Context: an optimization exercise on an open-source flow, tuned for small area and a short achievable clock period. The choices shown serve that exercise and are no tape-out recipe.
At most, simulation tests tie the RTL to the original design; equivalence was not proved.

==> inputs of lagoon <==
==> flow/design.v (excerpt) <==
module mac_unit #(
    parameter AW = 16,
    parameter BW = 16,
    parameter ACCW = 40,
    parameter SIGNED = 0
)(
    input  wire clk,
    input  wire rst_n,
    input  wire en,
    input  wire valid_in,
    input  wire [AW-1:0] a,
    input  wire [BW-1:0] b,
    output reg  valid_out,
    output reg  [ACCW-1:0] acc_out
);
clock: 7.0 ns
lec_check: 0
cap_margin: 20
core_margin: 2
core_utilization: 65
cts_buf_list: sky130_fd_sc_hd__clkbuf_4 sky130_fd_sc_hd__clkbuf_8
setup_slack_margin: 3.6
slew_margin: 20
synth_hierarchical: 1
synth_minimum_keep_size: 0
run.sh (not shown) runs the stock make flow with config.mk's settings and CLKGATE_MAP_FILE= SYNTH_SCRIPT=/design/flow/synth_recipe.tcl, a recipe that flattens the netlist after the stock synthesis.
==> inputs of yarrow, as changes to lagoon <==
--- a/flow/design.v
+++ b/flow/design.v
@@ -1907,13 +1907,13 @@
   assign ks_s[29] = ~ks_y60 ^ ks_y306;
   assign ks_s[30] = ~ks_y62 ^ ks_y307;
   assign ks_s[31] = ~ks_y64 ^ ks_y308;
   assign ks_s[32] = ~ks_y66 ^ ks_y309;
   wire [33:0] lo = ~{ks_y312, ks_s};
   wire [6:0] hi_next;
-  mac_hi2 #(.N(7)) hi (.acc(acc_out[39:33]), .cn(lo[33]), .sel(en & valid_reg), .rst_n(rst_n), .d(hi_next));
+  mac_hi #(.N(7)) hi (.acc(acc_out[39:33]), .cn(lo[33]), .sel(en & valid_reg), .rst_n(rst_n), .d(hi_next));
   wire [32:0] sum = ~lo[32:0];
   always @(posedge clk) begin
     pr <= {c636, p256, c634, s635, c630, s633, c626, s629, s625, c620, s621, c558, c618, s619, c554, s617, c616, s553, s615, c614, s549, s613, c542, c538, s541, s539, c536, s537, c534, s535, c532, s533, c530, s531, c528, s529, c526, s527, c524, c612, s525, c522, s523, c520, s611, s521, c610, s609, c608, s517, s607, c606, s513, s605, c604, s509, c602, s603, c600, s505, s601, c598, s597, c594, s593, c590, s589, c586, s585, c582, s581, c578, s577, c574, s573, s569, p2, p17, p1};
     valid_reg <= valid_in & rst_n;
   end
   always @(posedge clk) begin
@@ -1925,31 +1925,21 @@
       if (en && valid_reg)
         acc_out[32:0] <= sum;
     end
     acc_out[39:33] <= hi_next;
   end
 endmodule
-module mac_hi2 #(parameter N = 7) (
+module mac_hi #(parameter N = 7) (
     input  wire [N-1:0] acc,
     input  wire cn,        
     input  wire sel,       
     input  wire rst_n,
     output wire [N-1:0] d
 );
   wire [N-1:0] inc = acc + 1'b1;
-  wire [N-1:0] xn = ~(!rst_n ? {N{1'b0}} : sel ? inc : acc);
-  wire [N-1:0] yn = ~(!rst_n ? {N{1'b0}} : acc);
-  genvar i;
-  generate
-    for (i = 0; i < N; i = i + 1) begin : m
-      mac_muxi mx (.s(cn), .d0(xn[i]), .d1(yn[i]), .y(d[i]));
-    end
-  endgenerate
-endmodule
-module mac_muxi (input wire s, input wire d0, input wire d1, output wire y);
-  assign y = ~(s ? d1 : d0);
+  assign d = !rst_n ? {N{1'b0}} : (sel & ~cn) ? inc : acc;
 endmodule
 module mac_fa (input wire a, input wire b, input wire ci,
                output wire s, output wire co);
   assign s = a ^ b ^ ci;
   assign co = (a & b) | (a & ci) | (b & ci);
 endmodule
SETUP_SLACK_MARGIN = 3.4   (was 3.6)
==> inputs of sierra, as changes to lagoon <==
--- a/flow/design.v
+++ b/flow/design.v
@@ -1907,13 +1907,13 @@
   assign ks_s[29] = ~ks_y60 ^ ks_y306;
   assign ks_s[30] = ~ks_y62 ^ ks_y307;
   assign ks_s[31] = ~ks_y64 ^ ks_y308;
   assign ks_s[32] = ~ks_y66 ^ ks_y309;
   wire [33:0] lo = ~{ks_y312, ks_s};
   wire [6:0] hi_next;
-  mac_hi2 #(.N(7)) hi (.acc(acc_out[39:33]), .cn(lo[33]), .sel(en & valid_reg), .rst_n(rst_n), .d(hi_next));
+  mac_hi #(.N(7)) hi (.acc(acc_out[39:33]), .cn(lo[33]), .sel(en & valid_reg), .rst_n(rst_n), .d(hi_next));
   wire [32:0] sum = ~lo[32:0];
   always @(posedge clk) begin
     pr <= {c636, p256, c634, s635, c630, s633, c626, s629, s625, c620, s621, c558, c618, s619, c554, s617, c616, s553, s615, c614, s549, s613, c542, c538, s541, s539, c536, s537, c534, s535, c532, s533, c530, s531, c528, s529, c526, s527, c524, c612, s525, c522, s523, c520, s611, s521, c610, s609, c608, s517, s607, c606, s513, s605, c604, s509, c602, s603, c600, s505, s601, c598, s597, c594, s593, c590, s589, c586, s585, c582, s581, c578, s577, c574, s573, s569, p2, p17, p1};
     valid_reg <= valid_in & rst_n;
   end
   always @(posedge clk) begin
@@ -1925,31 +1925,21 @@
       if (en && valid_reg)
         acc_out[32:0] <= sum;
     end
     acc_out[39:33] <= hi_next;
   end
 endmodule
-module mac_hi2 #(parameter N = 7) (
+module mac_hi #(parameter N = 7) (
     input  wire [N-1:0] acc,
     input  wire cn,        
     input  wire sel,       
     input  wire rst_n,
     output wire [N-1:0] d
 );
   wire [N-1:0] inc = acc + 1'b1;
-  wire [N-1:0] xn = ~(!rst_n ? {N{1'b0}} : sel ? inc : acc);
-  wire [N-1:0] yn = ~(!rst_n ? {N{1'b0}} : acc);
-  genvar i;
-  generate
-    for (i = 0; i < N; i = i + 1) begin : m
-      mac_muxi mx (.s(cn), .d0(xn[i]), .d1(yn[i]), .y(d[i]));
-    end
-  endgenerate
-endmodule
-module mac_muxi (input wire s, input wire d0, input wire d1, output wire y);
-  assign y = ~(s ? d1 : d0);
+  assign d = !rst_n ? {N{1'b0}} : (sel & ~cn) ? inc : acc;
 endmodule
 module mac_fa (input wire a, input wire b, input wire ci,
                output wire s, output wire co);
   assign s = a ^ b ^ ci;
   assign co = (a & b) | (a & ci) | (b & ci);
 endmodule
==> run notes <==
Status: finished clean
Total setup buffers inserted after CTS: 7
GR Util met2: 55.02%
Drt pass-1 iters: 5
Worst setup path startpoint: a[14]
CP cell instances: clkdlybuf4s18_2, nand2_1, fa_1, fa_1, fa_1, fa_1
The numbers above come from yarrow.

==> run notes <==
Status: finished clean
Worst setup path startpoint: pr[44]
Synthesized instance count: 1,186
Drt drc: 0
GR Util met2: 54.74%
Synth top area share: 39.70%
CP cell instances: fa_2, fa_1, fa_1, xor2_2, nand2_2, o21ai_2, a21oi_2, o21ai_2, a21oi_2, o21ai_1, inv_1, nand4b_4, or3_1, a21boi_1
Total setup buffers inserted after CTS: 10
Drt pass-1 iters: 5
The numbers above come from sierra.

==> run notes <==
CP cell instances: buf_4, nand2_1, xnor2_1, fa_1, fa_1, fa_2, fa_1
Status: finished clean
Met1 global-route usage: 45.21%
Drt pass-1 iters: 7
Worst-Margin Slew: 903.2 ps
GR Util met2: 55.53%
Stages on the worst setup path: 7
The numbers above come from lagoon.

Only the layout flow was run in yarrow and sierra; the RTL was not checked for function there.

-- afterwards: timing with drivers on the ports --
How much do the figures lean on ideal ports? The routed layouts below were timed once more, with nothing changed but the port constraints. Step 1: set_driving_cell puts a clkbuf_16 on clk and a buf_2 on each other input, an assumption about the parent block. Step 2 times the ports against the registers' clock, not the clock port: input delays grow and output delays shrink by t, the midpoint of the rising clock arrivals with the driver on. Slacks: ideal / step 1 / step 2; pairs: ideal / step 1.
run	shift t [ns]	setup WS [ns]	hold slack, ns	worst register clock-pin slew, ns	worst slew at a driven data input, ns
lagoon	0.487	3.637 / 3.639 / 3.152	0.495 / 0.495 / 0.495	0.08 / 0.08	0.04
yarrow	0.488	3.419 / 3.428 / 2.940	0.492 / 0.492 / 0.492	0.08 / 0.08	0.07
sierra	0.475	3.540 / 3.540 / 3.143	0.499 / 0.499 / 0.499	0.08 / 0.08	0.06
After both steps every run listed still meets setup and hold. For lagoon, which loses most, drivers alone change the setup slack by +0.002 ns; drivers and shift together by -0.485 ns.
